What follows belongs to an exercise in optimizing a design on an open flow for small area; a production flow would make more cautious choices.
No run shown here included a check of the RTL's function; only the layout flow was run.
Power and IR drop assume default switching activity.

==> flow/design.v <==
`timescale 1ns / 1ps
module apb_spi_top(
    input  wire        i_clk,
    input  wire        i_rst_n,
    input  wire        i_psel,
    input  wire        i_pwrite,
    input  wire        i_penable,
    input  wire [31:0] i_paddr,
    input  wire [31:0] i_pwdata,
    output wire [31:0] o_prdata,
    output wire        o_pready,
    output wire        o_pslverr,
    input  wire        i_MISO,
    output reg         o_MOSI,
    output reg         o_SCLK,
    output wire        o_SS0,
    output wire        o_SS1,
    output wire        o_SS2,
    output wire        o_SS3,
    output wire        o_int
);
    localparam [1:0] ST_IDLE = 2'd0, ST_LOAD = 2'd1, ST_XFER = 2'd2, ST_DONE = 2'd3;
    wire        page = (i_paddr[31:12] == 20'h40002);
    wire [11:0] off  = i_paddr[11:0];
    wire        acc  = i_psel & i_penable & page;
    wire        wr   = acc & i_pwrite;
    wire        rd   = acc & ~i_pwrite;
    wire s_lcr = (off == 12'h000);
    wire s_dlr = (off == 12'h004);
    wire s_ier = (off == 12'h008);
    wire s_tbr = (off == 12'h010);
    wire s_rbr = (off == 12'h014);
    reg  [1:0] state;
    reg  [1:0] gap;
    wire busy = (state != ST_IDLE);
    wire st_load = (state == ST_LOAD);
    wire st_xfer = (state == ST_XFER);
    reg  [5:0] lcr;
    reg  [7:0] dlr;
    reg  [3:0] ier;
    wire wls  = lcr[0];
    wire cpol = lcr[1];
    wire cpha = lcr[2];
    wire cdte = lcr[3];
    reg  [15:0] tmem [0:15];
    reg  [15:0] rmem [0:15];
    reg  [4:0]  twp, trp, rwp, rrp;
    wire t_eq    = (twp[3:0] == trp[3:0]);
    wire t_empty = t_eq & (twp[4] == trp[4]);
    wire t_full  = t_eq & (twp[4] != trp[4]);
    wire r_eq    = (rwp[3:0] == rrp[3:0]);
    wire r_empty = r_eq & (rwp[4] == rrp[4]);
    wire r_full  = r_eq & (rwp[4] != rrp[4]);
    wire [15:0] tsel, rsel;
    wire [15:0] thead, rhead;
    spi_dec16 u_tdec (.i_a(trp[3:0]), .o_y(tsel));
    spi_dec16 u_rdec (.i_a(rrp[3:0]), .o_y(rsel));
    spi_ohmux16 u_tmux (.i_sel(tsel), .i_d({tmem[15], tmem[14], tmem[13], tmem[12], tmem[11], tmem[10], tmem[9], tmem[8],
                                             tmem[7], tmem[6], tmem[5], tmem[4], tmem[3], tmem[2], tmem[1], tmem[0]}), .o_q(thead));
    spi_ohmux16 u_rmux (.i_sel(rsel), .i_d({rmem[15], rmem[14], rmem[13], rmem[12], rmem[11], rmem[10], rmem[9], rmem[8],
                                             rmem[7], rmem[6], rmem[5], rmem[4], rmem[3], rmem[2], rmem[1], rmem[0]}), .o_q(rhead));
    wire tbr_w = wr & s_tbr & ~t_full;
    reg  tx_push, rx_pop, rx_wr;
    reg  [15:0] rx_sh;
    wire rx_w = rx_wr & ~r_full;
    always @(posedge i_clk) begin
        if (tbr_w) tmem[twp[3:0]] <= i_pwdata[15:0];
        if (rx_w)  rmem[rwp[3:0]] <= rx_sh;
    end
    always @(posedge i_clk or negedge i_rst_n) begin
        if (!i_rst_n) begin
            twp <= 5'd0; trp <= 5'd0; rwp <= 5'd0; rrp <= 5'd0;
            tx_push <= 1'b0; rx_pop <= 1'b0;
        end else begin
            tx_push <= tbr_w;
            rx_pop  <= rd & s_rbr & ~r_empty;
            if (tx_push) twp <= twp + 1'b1;
            if (st_load) trp <= trp + 1'b1;
            if (rx_w)    rwp <= rwp + 1'b1;
            if (rx_pop)  rrp <= rrp + 1'b1;
        end
    end
    always @(posedge i_clk or negedge i_rst_n) begin
        if (!i_rst_n) begin
            lcr <= 6'd0; dlr <= 8'd0; ier <= 4'd0;
        end else begin
            if (wr & s_lcr & ~busy) lcr <= i_pwdata[5:0];
            if (wr & s_dlr & ~busy) dlr <= i_pwdata[7:0];
            if (wr & s_ier)         ier <= i_pwdata[3:0];
        end
    end
    assign o_pready  = 1'b1;
    assign o_pslverr = (wr & busy & ((s_lcr & (i_pwdata[5:0] != lcr)) |
                                     (s_dlr & (i_pwdata[7:0] != dlr))))
                     | (acc & (off >= 12'h018));
    reg [31:0] rdata;
    always @(*) begin
        case (off)
            12'h000: rdata = {26'd0, lcr};
            12'h004: rdata = {24'd0, dlr};
            12'h008: rdata = {28'd0, ier};
            12'h00C: rdata = {28'd0, r_full, r_empty, t_full, t_empty};
            12'h010: rdata = 32'd0;
            12'h014: rdata = {16'd0, rhead};
            default: rdata = 32'hFFFF_FFFF;
        endcase
    end
    assign o_prdata = page ? rdata : 32'd0;
    assign o_int = (t_empty & ier[0]) | (t_full & ier[1]) | (r_empty & ier[2]) | (r_full & ier[3]);
    reg  [7:0] cnt;       
    reg  [5:0] m;         
    reg        done;
    reg [15:0] tx_sh;
    wire z      = (cnt == 8'd0);
    wire toggle = st_xfer & ~done & z;
    wire shedge = m[0] ^ cpha;
    wire can_go = ~t_empty & ~r_full;
    always @(posedge i_clk or negedge i_rst_n) begin
        if (!i_rst_n) begin
            state <= ST_IDLE;
            gap   <= 2'd0;
        end else begin
            if (state == ST_DONE) gap <= gap + 1'b1;
            case (state)
                ST_IDLE: if (can_go) state <= ST_LOAD;
                ST_LOAD: state <= ST_XFER;
                ST_XFER: if (done) state <= ~cdte ? ST_DONE : (can_go ? ST_LOAD : ST_IDLE);
                ST_DONE: if (gap == 2'd3) state <= ST_IDLE;
            endcase
        end
    end
    always @(posedge i_clk) begin
        cnt <= (z | st_load) ? dlr : cnt - 1'b1;
        if (st_load)     m <= wls ? 6'd30 : 6'd14;
        else if (toggle) m <= m - 1'b1;
        if (st_load) tx_sh <= thead;
        if (toggle & ~shedge)
            rx_sh <= {rx_sh[14:8], rx_sh[7] & wls, rx_sh[6:0], i_MISO};
    end
    always @(posedge i_clk or negedge i_rst_n) begin
        if (!i_rst_n) begin
            o_SCLK <= 1'b0;
            o_MOSI <= 1'b0;
            done   <= 1'b0;
            rx_wr  <= 1'b0;
        end else begin
            done  <= toggle & m[5];
            rx_wr <= done;
            if (!st_xfer)    o_SCLK <= cpol;
            else if (toggle) o_SCLK <= ~o_SCLK;
            if (st_load & ~cpha)                o_MOSI <= wls ? thead[15] : thead[7];
            else if (toggle & shedge & ~m[5])   o_MOSI <= tx_sh[m[4:1]];
        end
    end
    wire ss_act = st_load | st_xfer;
    assign o_SS0 = ~(ss_act & (lcr[5:4] == 2'd0));
    assign o_SS1 = ~(ss_act & (lcr[5:4] == 2'd1));
    assign o_SS2 = ~(ss_act & (lcr[5:4] == 2'd2));
    assign o_SS3 = ~(ss_act & (lcr[5:4] == 2'd3));
endmodule
module spi_dec16(input wire [3:0] i_a, output wire [15:0] o_y);
    assign o_y = 16'd1 << i_a;
endmodule
module spi_ohmux16(input wire [15:0] i_sel, input wire [255:0] i_d, output wire [15:0] o_q);
    genvar b;
    generate for (b = 0; b < 16; b = b + 1) begin : g_bit
        wire [5:0] g;
        spi_aoi222 u_g0 (.i_a({i_d[16*2+b],  i_d[16*1+b],  i_d[16*0+b]}),  .i_s(i_sel[2:0]),   .o_y(g[0]));
        spi_aoi222 u_g1 (.i_a({i_d[16*5+b],  i_d[16*4+b],  i_d[16*3+b]}),  .i_s(i_sel[5:3]),   .o_y(g[1]));
        spi_aoi222 u_g2 (.i_a({i_d[16*8+b],  i_d[16*7+b],  i_d[16*6+b]}),  .i_s(i_sel[8:6]),   .o_y(g[2]));
        spi_aoi222 u_g3 (.i_a({i_d[16*11+b], i_d[16*10+b], i_d[16*9+b]}),  .i_s(i_sel[11:9]),  .o_y(g[3]));
        spi_aoi222 u_g4 (.i_a({i_d[16*14+b], i_d[16*13+b], i_d[16*12+b]}), .i_s(i_sel[14:12]), .o_y(g[4]));
        assign g[5] = ~(i_d[16*15+b] & i_sel[15]);
        spi_nand6 u_n (.i_a(g), .o_y(o_q[b]));
    end endgenerate
endmodule
module spi_aoi222(input wire [2:0] i_a, input wire [2:0] i_s, output wire o_y);
    assign o_y = ~((i_a[0] & i_s[0]) | (i_a[1] & i_s[1]) | (i_a[2] & i_s[2]));
endmodule
module spi_nand6(input wire [5:0] i_a, output wire o_y);
    assign o_y = ~&i_a;
endmodule
==> flow/run.sh <==
#!/bin/bash
# synth_recipe.tcl (not shown) runs the flow's synth.tcl, then flattens the netlist and writes it again
# the make line also repeats each setting of config.mk as NAME=value (left out here)
make -C /OpenROAD-flow-scripts/flow DESIGN_CONFIG=/design/flow/config.mk WORK_HOME=/design/flow/orfs CLKGATE_MAP_FILE= SYNTH_SCRIPT=/design/flow/synth_recipe.tcl finish
==> flow/config.mk <==
export PLATFORM = sky130hd
export DESIGN_NAME = apb_spi_top
export DESIGN_NICKNAME = apb_spi_top
export VERILOG_FILES = /design/flow/design.v
export SDC_FILE = /design/flow/constraint.sdc
export NUM_CORES = 4
export LEC_CHECK = 0
export CAP_MARGIN = 0
export CORE_MARGIN = 2
export CORE_UTILIZATION = 70
export CTS_BUF_LIST = sky130_fd_sc_hd__clkbuf_8
export CTS_CLUSTER_DIAMETER = 50
export CTS_CLUSTER_SIZE = 20
export PLACE_DENSITY = 0.85
export SLEW_MARGIN = 0
export SYNTH_HIERARCHICAL = 1
export SYNTH_MINIMUM_KEEP_SIZE = 0
==> flow/constraint.sdc <==
create_clock -name core_clock -period 10.0 [get_ports {i_clk}]
set_input_delay 2.0000 -clock core_clock [delete_from_list [all_inputs] [get_ports {i_clk}]]
set_output_delay 2.0000 -clock core_clock [all_outputs]
set_load 0.01 [all_outputs]
==> results of run 1 <==
==> area by class of cell <==
cell class              count  area, µm²  area share
flip-flops and latches    606      17900       0.696
multi-input cells         620       5030       0.196
repair buffers            123       1150      0.0448
clock buffers              44        606      0.0236
well taps                 442        553      0.0215
clock inverters            31        402      0.0156
inverters                  15       56.3     0.00219
==> per-module statistics from Yosys, one instance, submodules excluded <==
module       copies in the design  cell area (µm²)
apb_spi_top                     1            20600
spi_aoi222                    160             10.0
spi_dec16                       2              226
spi_ohmux16                     2             98.8
spi_nand6                      32             13.8
==> per-layer routing <==
| layer | vias to the layer above | track usage | share of wire |
|---|---|---|---|
| met2 | 1054 | 0.479 | 0.47 |
| met4 | 6 | 0.0902 | 0.022 |
| li1 | 5700 | - | - |
| met3 | 122 | 0.0653 | 0.14 |
| met5 | - | 0 | 0.00074 |
| met1 | 6696 | 0.446 | 0.37 |
==> cell usage after synthesis (all sizes together), types with 4 or more instances <==
master	instances	share of area
nand4	12	0.0035
inv	15	0.0024
nand3	42	0.0090
buf	31	0.011
mux2	25	0.012
o21ai	11	0.0024
mux2i	10	0.0043
a21oi	13	0.0028
dfxtp	8	0.0069
and2	5	0.0013
nor4b	10	0.0059
nand2	58	0.010
and4b	10	0.0043
nor4	14	0.0052
and4	34	0.013
nand2b	6	0.0016
and3	16	0.0043
dfrtp	48	0.052
a211oi	4	0.0013
a222oi	160	0.069
nor2	33	0.0053
nor2b	11	0.0030
ha	18	0.0097
a21o	10	0.0032
edfxtp	550	0.71
and4bb	12	0.0065
xnor2	28	0.011
nor3	11	0.0024
clkbuf	17	0.0027
xor2	26	0.0098
==> power breakdown <==
group          internal [mW]  leakage, nW  switching [mW]
sequential              2.78         5.67          0.0349
clock                  0.602        0.482           0.819
combinational          0.104         2.20           0.123
==> cell usage in the layout (no fill, tap or decap), types with 28 or more instances in the layout <==
cell type          n
and4_1            34
nand2_1           52
dfrtp_1           48
nand3_1           42
clkbuf_8          44
xnor2_1           28
buf_4             30
edfxtp_1         550
clkdlybuf4s50_1   92
a222oi_1         160
nor2_1            32
==> state kept, by name, summed over array words and instances (netlist names), 5 cells and up <==
name,count
rx_sh,16
rmem,256
trp,5
twp,5
dlr,8
rrp,5
tmem,256
lcr,6
m,6
rwp,5
tx_sh,16
cnt,8
==> logic make-up (layout without fill, tap and decap cells) <==
family | count (synthesis) | count (layout) | synth area share
XOR/XNOR | 54 | 54 | 0.0203
AO/OA/AOI/OAI | 222 | 222 | 0.0872
buffers and inverters | 63 | 213 | 0.0165
AND/OR/NAND/NOR | 288 | 288 | 0.0797
multiplexers | 37 | 37 | 0.0183
adder cells (fa/ha/maj) | 18 | 18 | 0.00968
other | 1 | 1 | 0.000161
flip-flops | 606 | 606 | 0.768
==> path summary, 6_finish.rpt <==
path                                             end  slack, ns  cells past startpoint
worst max-delay path                    o_prdata[11]       2.70                      6
max in group asynchronous         rwp[3]$_DFFE_PN0P_       7.72                      1
worst min register to register    gap[0]$_DFFE_PN0N_       0.50                      1
worst max register to register  rmem[1][8]$_DFFE_PP_       6.68                      6
worst min-delay path              gap[0]$_DFFE_PN0N_       0.50                      1
min in group asynchronous             done$_DFF_PN0_       1.58                      1
==> impl_metrics.tcl, run 1 <==
set metrics [dict create \
    n_fill_cell 1681 \
    die_y_um 186 \
    grt_max_degree 49 \
    clk_latency_ns 0.62 \
    core_mm2 0.0326 \
    hpwl_um 31300 \
    relSlewSlack 0.257 \
    rows 66 \
    cts_root_buffer "clkbuf_8" \
    hp-class "reg -> reg" \
    first_pass_iters 8 \
    slew_violations 0 \
    clk_pin_slew_worst_paths_ns 0.09 \
    drv_cap 0 \
    die_w_um 186 \
    avgRoutedWirePerCell_um 28.6 \
    fin_ws_ns 2.70 \
    dieArea_mm2 0.0347 \
    cp.required_ns 8.00 \
    pin_count 111 \
    synthFlopType "edfxtp_1" \
    gp_congestion 0.843 \
    grt_usage 0.307 \
    finalSetupViolCount 0 \
    start_util 0.713 \
    hold_viol_final 0 \
    worst_pin_slew_ns 1.11 \
    worst-path-buf-inv 2 \
    fin_area_mm2 0.0257 \
    synth_cell_types 65 \
    critPathTopFamily "simple AND/OR/NAND/NOR gates" \
    drtIter0Drc 2670 \
    crit_path_cell_trace "clkdlybuf4s50_1 -> or4_1 -> or4_1 -> nor4_2 -> a21o_1 -> clkdlybuf4s50_1" \
    synth_area_mm2 0.0233 \
    crit_type "in -> out" \
    ir_drop_v 0.000149 \
    worstReg2RegStart "rrp[2]$_DFFE_PN0P_" \
    nNetsFinal 1498 \
    ctsHtreeMaxLevel 2 \
    syn_to_final_growth_pct 10.3 \
    grt_pass1_vias 13383 \
    fin_util 0.787 \
    antenna_found_initial 3 \
    hold_ws_ns 0.497 \
    tns_ns 0 \
    route.vias.total 13578 \
    rsz0062_at_grt "no" \
    period_minus_slack_ns 7.30 \
    numPortBuffers 93 \
    grt_pass1_wl_um 80400 \
    slowest_stage "nor4_2" \
    antenna_left 0 \
    cts_setup_buffers 0 \
    routed_via_density 7.22 \
    syn_nets 1377 \
    dp.cells 1806 \
    worstSetupEndpointType "primary output" \
    grt.overflow.total 0 \
    drc 0 \
    synth_cells 1289 \
    placed_area_mm2 0.0247 \
    avgSynthCellArea_um2 18.1 \
    fmax_mhz 137 \
    status "complete, no violations" \
    wirelength_um 53800 \
    drive_above_1_share 0.115 \
    cts_hold_buf 0 \
    clock-sinks 606 \
    clockBufferDepth 3 \
    power.density_mw_per_mm2 174 \
    cellLeakagePower_nw 8.35 \
    diodes 0 \
    ctsResizeCount 0 \
    synth_edf_count 550 \
    cts_tree "done" \
    cp-start-kind "primary input" \
    critPathLaunch "i_paddr[9]" \
    slowest_delay_ns 0.84 \
    yosysSeqAreaShare 0.768 \
    ys_async_sr_fraction 0.0792 \
    power_mw 4.46 \
    hp-start "gap[0]$_DFFE_PN0N_" \
    layout.cells.non_filler 1881 \
    ys_warn_count 7 \
    finalClockSkew_ns 0.0522 \
    dp_worst_setup_slack_ns 2.76 \
    fin_crit_sh 0.730 \
    cp_max_fo 10 \
    ys_ff_latch 606 \
    cts_buffers 44 \
    arrival_ns 5.30 \
]
==> run 2: changes to the inputs <==
--- a/flow/config.mk
+++ b/flow/config.mk
@@ -8,9 +8,9 @@
 export CAP_MARGIN = 0
 export CORE_MARGIN = 2
 export CORE_UTILIZATION = 70
-export CTS_BUF_LIST = sky130_fd_sc_hd__clkbuf_8
-export CTS_CLUSTER_DIAMETER = 50
-export CTS_CLUSTER_SIZE = 20
+export CTS_BUF_LIST = sky130_fd_sc_hd__clkbuf_4
+export CTS_CLUSTER_DIAMETER = 40
+export CTS_CLUSTER_SIZE = 10
 export PLACE_DENSITY = 0.85
 export SLEW_MARGIN = 0
 export SYNTH_HIERARCHICAL = 1
==> run 2 against run 1 <==
Compared with the run above:
- synthesized area is the same
- cell count grew 1.2%
- wire length shrank 2.4%
- combinational power shrank 2%
- clock power shrank 13%
- clock skew shrank 0.0099 ns
- global-route usage shrank 0.34 points
- critical path depth is the same
- first-iteration DRC count shrank 0.34%
==> impl_metrics.tcl, run 2 <==
set metrics [dict create \
    status "complete, no violations" \
    final_common_cell "edfxtp_1" \
    final_cell_mix "550 x edfxtp_1, 160 x a222oi_1, 92 x clkdlybuf4s50_1, 86 x clkbuf_4, 52 x nand2_1" \
    avgSynthCellArea_um2 18.1 \
    fin_crit_sh 0.727 \
    ir_drop_v 0.000124 \
    synth_top_area_frac 0.710 \
    crit_type "in -> out" \
    arrival_ns 5.27 \
    drv_cap 0 \
    ys_ff_latch 606 \
    clockBufferDepth 3 \
    antenna_left 0 \
    finalSetupViolCount 0 \
    drtIter0Drc 2661 \
    cts_root_buffer "clkbuf_4" \
    clk_pin_slew_worst_paths_ns 0.10 \
    synthFlopType "edfxtp_1" \
    grt_max_degree 49 \
    hp-class "reg -> reg" \
    relSlewSlack 0.251 \
    rsz0062_at_grt "no" \
    gp_congestion 0.843 \
    period_minus_slack_ns 7.27 \
    synth_cell_types 65 \
    tns_ns 0 \
    synth_top_area_cell "edfxtp_1" \
    hp-start "gap[0]$_DFFE_PN0N_" \
    ys_top_cells_by_area "edfxtp_1 71%, a222oi_1 6.9%, dfrtp_1 5.2%" \
    synth_area_mm2 0.0233 \
    rr_worst_depth 9 \
    core_mm2 0.0326 \
    grt_usage 0.303 \
    grt_pass1_wl_um 79300 \
    first_pass_iters 12 \
    ys_warn_count 7 \
    grt.overflow.total 0 \
    routed_via_density 7.14 \
    rows 66 \
    cp.required_ns 8.00 \
    worstHoldEndpoint "gap[0]$_DFFE_PN0N_" \
    synth_common_cells "550 x edfxtp_1, 160 x a222oi_1, 52 x nand2_1, 48 x dfrtp_1, 42 x nand3_1" \
    die_w_um 186 \
    yosysSeqAreaShare 0.768 \
    power.density_mw_per_mm2 168 \
    synth_edf_count 550 \
    ys_async_sr_fraction 0.0792 \
    syn_nets 1377 \
    r2r_end "o_MOSI$_DFFE_PN0P_" \
    pin_count 111 \
    cts_tree "done" \
    worstSetupEndpointType "primary output" \
    drive_above_1_share 0.131 \
    drc 0 \
    ctsResizeCount 0 \
    power_mw 4.27 \
    hold_viol_final 0 \
    synth_cells 1289 \
    cp_max_fo 10 \
    slew_violations 0 \
    route.vias.total 13588 \
    clock-sinks 606 \
    grt_pass1_vias 13530 \
    avgRoutedWirePerCell_um 27.6 \
    cp-start-kind "primary input" \
    hold_depth 1 \
    numPortBuffers 93 \
    fmax_mhz 137 \
    yosysMostFrequentCell "edfxtp_1" \
    cts_setup_buffers 0 \
    hpwl_um 31300 \
    start_util 0.713 \
    finalClockSkew_ns 0.0423 \
    die_y_um 186 \
    cts_buffers 73 \
    cellLeakagePower_nw 8.33 \
    worstReg2RegStart "trp[0]$_DFFE_PN0P_" \
    clk_latency_ns 0.75 \
    worst_pin_slew_ns 1.12 \
    ctsHtreeMaxLevel 3 \
    dieArea_mm2 0.0347 \
    reg2reg_slack_ns 6.76 \
    antenna_found_initial 2 \
    syn_to_final_growth_pct 9.37 \
    wirelength_um 52500 \
    cts_hold_buf 0 \
    nNetsFinal 1527 \
]
## run 2: cell count changes in the layout (fill, tap and decap cells not counted), sizes merged
cell      delta
bufinv       -3
clkinvlp     -7
clkbuf      +42
inv          -5
clkinv       -5
diode        +1
## run 2: worst max-delay path, cell delays in order
cell	delay [ns]
clkdlybuf4s50_1	0.39
or4_1	0.54
or4_1	0.73
nor4_2	0.82
a21o_1	0.23
clkdlybuf4s50_1	0.56
## run 2: how the worst max path moves through the flow
stage / start / endpoint / slack [ns] / cells after the start
2_1_floorplan: i_paddr[18] / o_prdata[17] / 3.77 / 6
3_3_place_gp: i_paddr[9] / o_prdata[11] / 2.82 / 6
3_5_place_dp: i_paddr[9] / o_prdata[15] / 2.76 / 6
4_1_cts: i_paddr[9] / o_prdata[15] / 2.75 / 6
5_1_grt: i_paddr[9] / o_prdata[15] / 2.62 / 6
6_report: i_paddr[9] / o_prdata[11] / 2.73 / 6
## run 2: cell families after synthesis
family                   count (synthesis)  synth area share
flip-flops                             606             0.768
AND/OR/NAND/NOR                        288            0.0797
AO/OA/AOI/OAI                          222            0.0872
buffers and inverters                   63            0.0165
XOR/XNOR                                54            0.0203
multiplexers                            37            0.0183
adder cells (fa/ha/maj)                 18           0.00968
other                                    1          0.000161
## run 2: final cells by class
| type | count | area [µm²] |
|---|---|---|
| sequential | 606 | 17900 |
| clock buffer | 86 | 646 |
| clock inverter | 11 | 133 |
| inverter | 15 | 56.3 |
| timing repair buffer | 123 | 1150 |
| antenna | 1 | 2.50 |
| tap | 442 | 553 |
| multi-input combinational | 620 | 5030 |
| fill | 1735 | 7170 |
## run 2: per-stage QoR
stage	std cells	setup slack (ns)	hold slack, ns	area, µm²	util
2_1_floorplan	1289	3.77	0.367	23300	-
4_1_cts	1903	2.75	0.497	25500	0.780
3_5_place_dp	1806	2.76	0.477	24700	0.756
5_1_grt	1904	2.62	0.507	25500	0.780
6_report	1904	2.73	0.496	25500	0.780
3_3_place_gp	1806	2.82	0.463	24700	0.756
## run 2: per-layer routing
metal	vias up	share of wire	track usage
li1	5802	-	-
met1	6645	0.37	0.437
met2	1018	0.47	0.465
met3	121	0.14	0.0756
met4	2	0.022	0.0985
met5	-	0.00025	0
## run 2: Yosys stat by module, one instance, submodules excluded
module / area, µm² / copies in the design / flip-flops and latches
spi_aoi222: 10.0 / 160 / 0
spi_ohmux16: 98.8 / 2 / 0
spi_nand6: 13.8 / 32 / 0
spi_dec16: 226 / 2 / 0
apb_spi_top: 20600 / 1 / 606
## run 2: report_power, final
| part | internal (mW) | leakage (nW) | total, mW | switching (mW) |
|---|---|---|---|---|
| Combinational | 0.104 | 2.20 | 0.223 | 0.119 |
| Clock | 0.480 | 0.463 | 1.23 | 0.751 |
| Sequential | 2.78 | 5.67 | 2.81 | 0.0349 |
| Total | 3.36 | 8.33 | 4.27 | 0.905 |
==> run 3: changes to the inputs <==
--- a/flow/design.v
+++ b/flow/design.v
@@ -44,40 +44,45 @@
     wire cdte = lcr[3];
     reg  [15:0] tmem [0:15];
     reg  [15:0] rmem [0:15];
-    reg  [4:0]  twp, trp, rwp, rrp;
-    wire t_eq    = (twp[3:0] == trp[3:0]);
-    wire t_empty = t_eq & (twp[4] == trp[4]);
-    wire t_full  = t_eq & (twp[4] != trp[4]);
-    wire r_eq    = (rwp[3:0] == rrp[3:0]);
-    wire r_empty = r_eq & (rwp[4] == rrp[4]);
-    wire r_full  = r_eq & (rwp[4] != rrp[4]);
+    reg  [4:0]  th, rh;
+    reg  tx_push, rx_pop, rx_wr;
+    reg  [15:0] rx_sh;
+    wire t_empty = tx_push ? (th == 5'd0) : (th == 5'd31);
+    wire t_full  = ~tx_push & (th == 5'd15);
+    wire r_empty = (rh == 5'd31);
+    wire r_full  = (rh == 5'd15);
+    wire tbr_w   = wr & s_tbr & ~t_full;
+    wire rx_w    = rx_wr & ~r_full;
     wire [15:0] tsel, rsel;
     wire [15:0] thead, rhead;
-    spi_dec16 u_tdec (.i_a(trp[3:0]), .o_y(tsel));
-    spi_dec16 u_rdec (.i_a(rrp[3:0]), .o_y(rsel));
+    spi_dec16 u_tdec (.i_a(th[3:0]), .o_y(tsel));
+    spi_dec16 u_rdec (.i_a(rh[3:0]), .o_y(rsel));
     spi_ohmux16 u_tmux (.i_sel(tsel), .i_d({tmem[15], tmem[14], tmem[13], tmem[12], tmem[11], tmem[10], tmem[9], tmem[8],
                                              tmem[7], tmem[6], tmem[5], tmem[4], tmem[3], tmem[2], tmem[1], tmem[0]}), .o_q(thead));
     spi_ohmux16 u_rmux (.i_sel(rsel), .i_d({rmem[15], rmem[14], rmem[13], rmem[12], rmem[11], rmem[10], rmem[9], rmem[8],
                                              rmem[7], rmem[6], rmem[5], rmem[4], rmem[3], rmem[2], rmem[1], rmem[0]}), .o_q(rhead));
-    wire tbr_w = wr & s_tbr & ~t_full;
-    reg  tx_push, rx_pop, rx_wr;
-    reg  [15:0] rx_sh;
-    wire rx_w = rx_wr & ~r_full;
+    integer k;
     always @(posedge i_clk) begin
-        if (tbr_w) tmem[twp[3:0]] <= i_pwdata[15:0];
-        if (rx_w)  rmem[rwp[3:0]] <= rx_sh;
+        if (tbr_w) begin
+            tmem[0] <= i_pwdata[15:0];
+            for (k = 1; k < 16; k = k + 1) tmem[k] <= tmem[k-1];
+        end
+        if (rx_w) begin
+            rmem[0] <= rx_sh;
+            for (k = 1; k < 16; k = k + 1) rmem[k] <= rmem[k-1];
+        end
     end
     always @(posedge i_clk or negedge i_rst_n) begin
         if (!i_rst_n) begin
-            twp <= 5'd0; trp <= 5'd0; rwp <= 5'd0; rrp <= 5'd0;
+            th <= 5'd31; rh <= 5'd31;
             tx_push <= 1'b0; rx_pop <= 1'b0;
         end else begin
             tx_push <= tbr_w;
             rx_pop  <= rd & s_rbr & ~r_empty;
-            if (tx_push) twp <= twp + 1'b1;
-            if (st_load) trp <= trp + 1'b1;
-            if (rx_w)    rwp <= rwp + 1'b1;
-            if (rx_pop)  rrp <= rrp + 1'b1;
+            if (tbr_w & ~st_load)      th <= th + 1'b1;
+            else if (~tbr_w & st_load) th <= th - 1'b1;
+            if (rx_w & ~rx_pop)        rh <= rh + 1'b1;
+            else if (~rx_w & rx_pop)   rh <= rh - 1'b1;
         end
     end
     always @(posedge i_clk or negedge i_rst_n) begin
==> run 3 against run 2 <==
Compared with the run above:
- utilization fell by 0.32 points
- non-clock buffer count fell by 23
- first-iteration DRC count fell by 8.5%
- combinational power rose by 63%
- clock power rose by 14%
- sequential power fell by 2%
- synthesized area fell by 1.3%
- cell area fell by 0.91%
- worst hold slack got worse by 0.077 ns
- maximum frequency rose by 5.3%
- cell count fell by 2.4%
- largest power group unchanged
- flip-flop and latch count fell by 10
- still clean on timing, DRC and antenna
==> impl_metrics.tcl, run 3 <==
set metrics [dict create \
    status "complete, no violations" \
    routed_via_density 7.15 \
    rows 66 \
    antenna_left 0 \
    numPortBuffers 93 \
    cts_setup_buffers 0 \
    cp.required_ns 8.00 \
    rsz0062_at_grt "no" \
    ys_async_sr_fraction 0.0638 \
    cts_root_buffer "clkbuf_4" \
    grt_usage 0.278 \
    synth_top_area_frac 0.719 \
    ys_ff_latch 596 \
    synth_edf_count 550 \
    dieArea_mm2 0.0343 \
    synth_cell_types 67 \
    synth_area_mm2 0.0230 \
    cellLeakagePower_nw 8.33 \
    hp-class "reg -> reg" \
    grt_max_degree 209 \
    finalSetupViolCount 0 \
    syn_to_final_growth_pct 9.85 \
    cts_tree "done" \
    synth_common_cells "550 x edfxtp_1, 160 x a222oi_1, 52 x nand2_1, 40 x nand3_1, 38 x nor2_1" \
    n_fill_cell 1679 \
    gp_congestion 0.901 \
    route.vias.total 13293 \
    synth_top_area_cell "edfxtp_1" \
    yosysMostFrequentCell "edfxtp_1" \
    slew_violations 0 \
    start_util 0.707 \
    clock-sinks 596 \
    drv_cap 0 \
    ctsResizeCount 0 \
    first_pass_iters 11 \
    syn_nets 1332 \
    slowest_stage "nor4_4" \
    cts_buffers 76 \
    power_mw 4.51 \
    cts_hold_buf 0 \
    worst_pin_slew_ns 1.08 \
    hpwl_um 29000 \
    ys_warn_count 9 \
    fmax_mhz 145 \
    fin_area_mm2 0.0252 \
    core_mm2 0.0325 \
    crit_type "in -> out" \
    wirelength_um 46700 \
    drive_above_1_share 0.137 \
    placed_area_mm2 0.0242 \
    slowest_delay_ns 0.81 \
    relSlewSlack 0.278 \
    ys_top_cells_by_area "edfxtp_1 72%, a222oi_1 7.0%, dfrtp_1 3.1%" \
    ir_drop_v 0.000127 \
    avgSynthCellArea_um2 18.5 \
    synth_cells 1244 \
    clk_latency_ns 0.78 \
    crit_path_cell_trace "clkdlybuf4s50_1 -> or4_1 -> nor4_4 -> nand2_1 -> a31oi_1 -> clkdlybuf4s50_1" \
    grt.overflow.total 0 \
    nNetsFinal 1469 \
    pin_count 111 \
    period_minus_slack_ns 6.91 \
    cp_max_fo 15 \
    clockBufferDepth 3 \
    die_y_um 185 \
    arrival_ns 4.91 \
    fin_crit_sh 0.691 \
    dp.cells 1745 \
    grt_pass1_wl_um 71800 \
    antenna_found_initial 2 \
    worstSetupEndpointType "primary output" \
    power.density_mw_per_mm2 179 \
    final_cell_mix "550 x edfxtp_1, 160 x a222oi_1, 92 x clkbuf_4, 92 x clkdlybuf4s50_1, 52 x nand2_1" \
    yosysSeqAreaShare 0.768 \
    avgRoutedWirePerCell_um 25.2 \
    final_common_cell "edfxtp_1" \
    die_w_um 185 \
    cp_common_cell "clkdlybuf4s50_1" \
    ctsHtreeMaxLevel 3 \
    drtIter0Drc 2436 \
    cp-start-kind "primary input" \
    synthFlopType "edfxtp_1" \
    hold_viol_final 0 \
    hold_ws_ns 0.418 \
    finalClockSkew_ns 0.0545 \
    grt_pass1_vias 12776 \
    drc 0 \
    clk_pin_slew_worst_paths_ns 0.10 \
    layout.cells.non_filler 1858 \
    fin_util 0.777 \
]
run 3: layer usage:
metal	GRT usage	wire length [µm]
met1	0.409	18500
met2	0.430	22300
met3	0.0586	5010
met4	0.0857	980
met5	0	0
run 3: power by group:
part	total, mW	switching (mW)	internal, mW
sequential	2.75	0.0379	2.71
clock	1.40	0.783	0.620
combinational	0.364	0.228	0.137
run 3: path summary, 6_finish.rpt:
kind | startpoint | endpoint | slack, ns | cells after the start
setup / recovery | i_paddr[9] | o_prdata[0] | 3.09 | 6
hold / removal | rmem[13][7]$_DFFE_PP_ | rmem[14][7]$_DFFE_PP_ | 0.42 | 0
setup reg to reg | th[0]$_DFFE_PN1P_ | th[4]$_DFFE_PN1P_ | 6.14 | 12
hold reg to reg | rmem[13][7]$_DFFE_PP_ | rmem[14][7]$_DFFE_PP_ | 0.42 | 0
max in group asynchronous | i_rst_n | o_MOSI$_DFFE_PN0P_ | 8.09 | 1
min in group asynchronous | i_rst_n | lcr[1]$_DFFE_PN0P_ | 1.35 | 1
run 3: logic make-up after synthesis:
logic type,Yosys count,synth area share
adders and majority gates,18,0.0105
DFF,596,0.768
xor gates and xnor gates,35,0.0134
and+or+nand+nor,277,0.0849
AOI/OAI and AO/OA,225,0.0874
muxes,35,0.0186
buffers and inverters,57,0.0168
other,1,0.000163
run 3: stage by stage:
stage / setup WS (ns) / setup TNS (ns)
CTS: 3.12 / 0
global route: 2.94 / 0
finish: 3.09 / 0
detailed placement: 3.13 / 0
global placement: 3.14 / 0
floorplan: -2.94 / -375.85
run 3: cell type report:
type | count | area, µm² | area share
multi-input cells | 591 | 4980 | 0.198
diodes | 1 | 2.50 | 0.0000992
flip-flops and latches | 596 | 17600 | 0.699
repair buffers | 100 | 1000 | 0.0398
clock buffers | 92 | 691 | 0.0274
inverters | 16 | 60.1 | 0.00238
well taps | 442 | 553 | 0.0219
clock inverters | 20 | 289 | 0.0115
run 3: modules after synthesis (local to each module, per instance):
module,cell area (µm²),cells,flops+latches,copies in the design
apb_spi_top,20200,944,596,1
spi_dec16,277,20,0,2
spi_ohmux16,98.8,18,0,2
spi_nand6,13.8,2,0,32
spi_aoi222,10.0,1,0,160
run 3: worst max-delay path, delay by kind of cell:
kind	cells	cell delay, ns
and+or+nand+nor	3	1.60
buffers and inverters	2	1.05
AOI/OAI and AO/OA	1	0.26

==> afterwards: timing with drivers on the ports <==
The results above use ideal ports. As a check the final layouts listed here were re-extracted and re-timed, cells and wires unchanged. Step 1 assumes that a clkbuf_16 drives the clock port and a buf_2 every other input. Step 2 moves the port delays by t, midway between the first and last clock arrival at a register: inputs arrive t later, outputs are due t later. That takes back most of the time a late clock gives input paths. a / b / c = ideal ports / drivers / drivers and shift; a / b = the first two.
run | shift t [ns] | setup slack, ns | hold slack, ns | worst slew at a driven data input, ns
run 1 | 0.642 | 2.697 / 2.668 / 2.668 | 0.497 / 0.497 / 0.497 | 0.05
run 2 | 0.772 | 2.727 / 2.698 / 2.698 | 0.496 / 0.496 / 0.496 | 0.06
run 3 | 0.802 | 3.091 / 3.070 / 3.070 | 0.418 / 0.418 / 0.418 | 0.04
After both steps setup and hold are still met in every run listed.
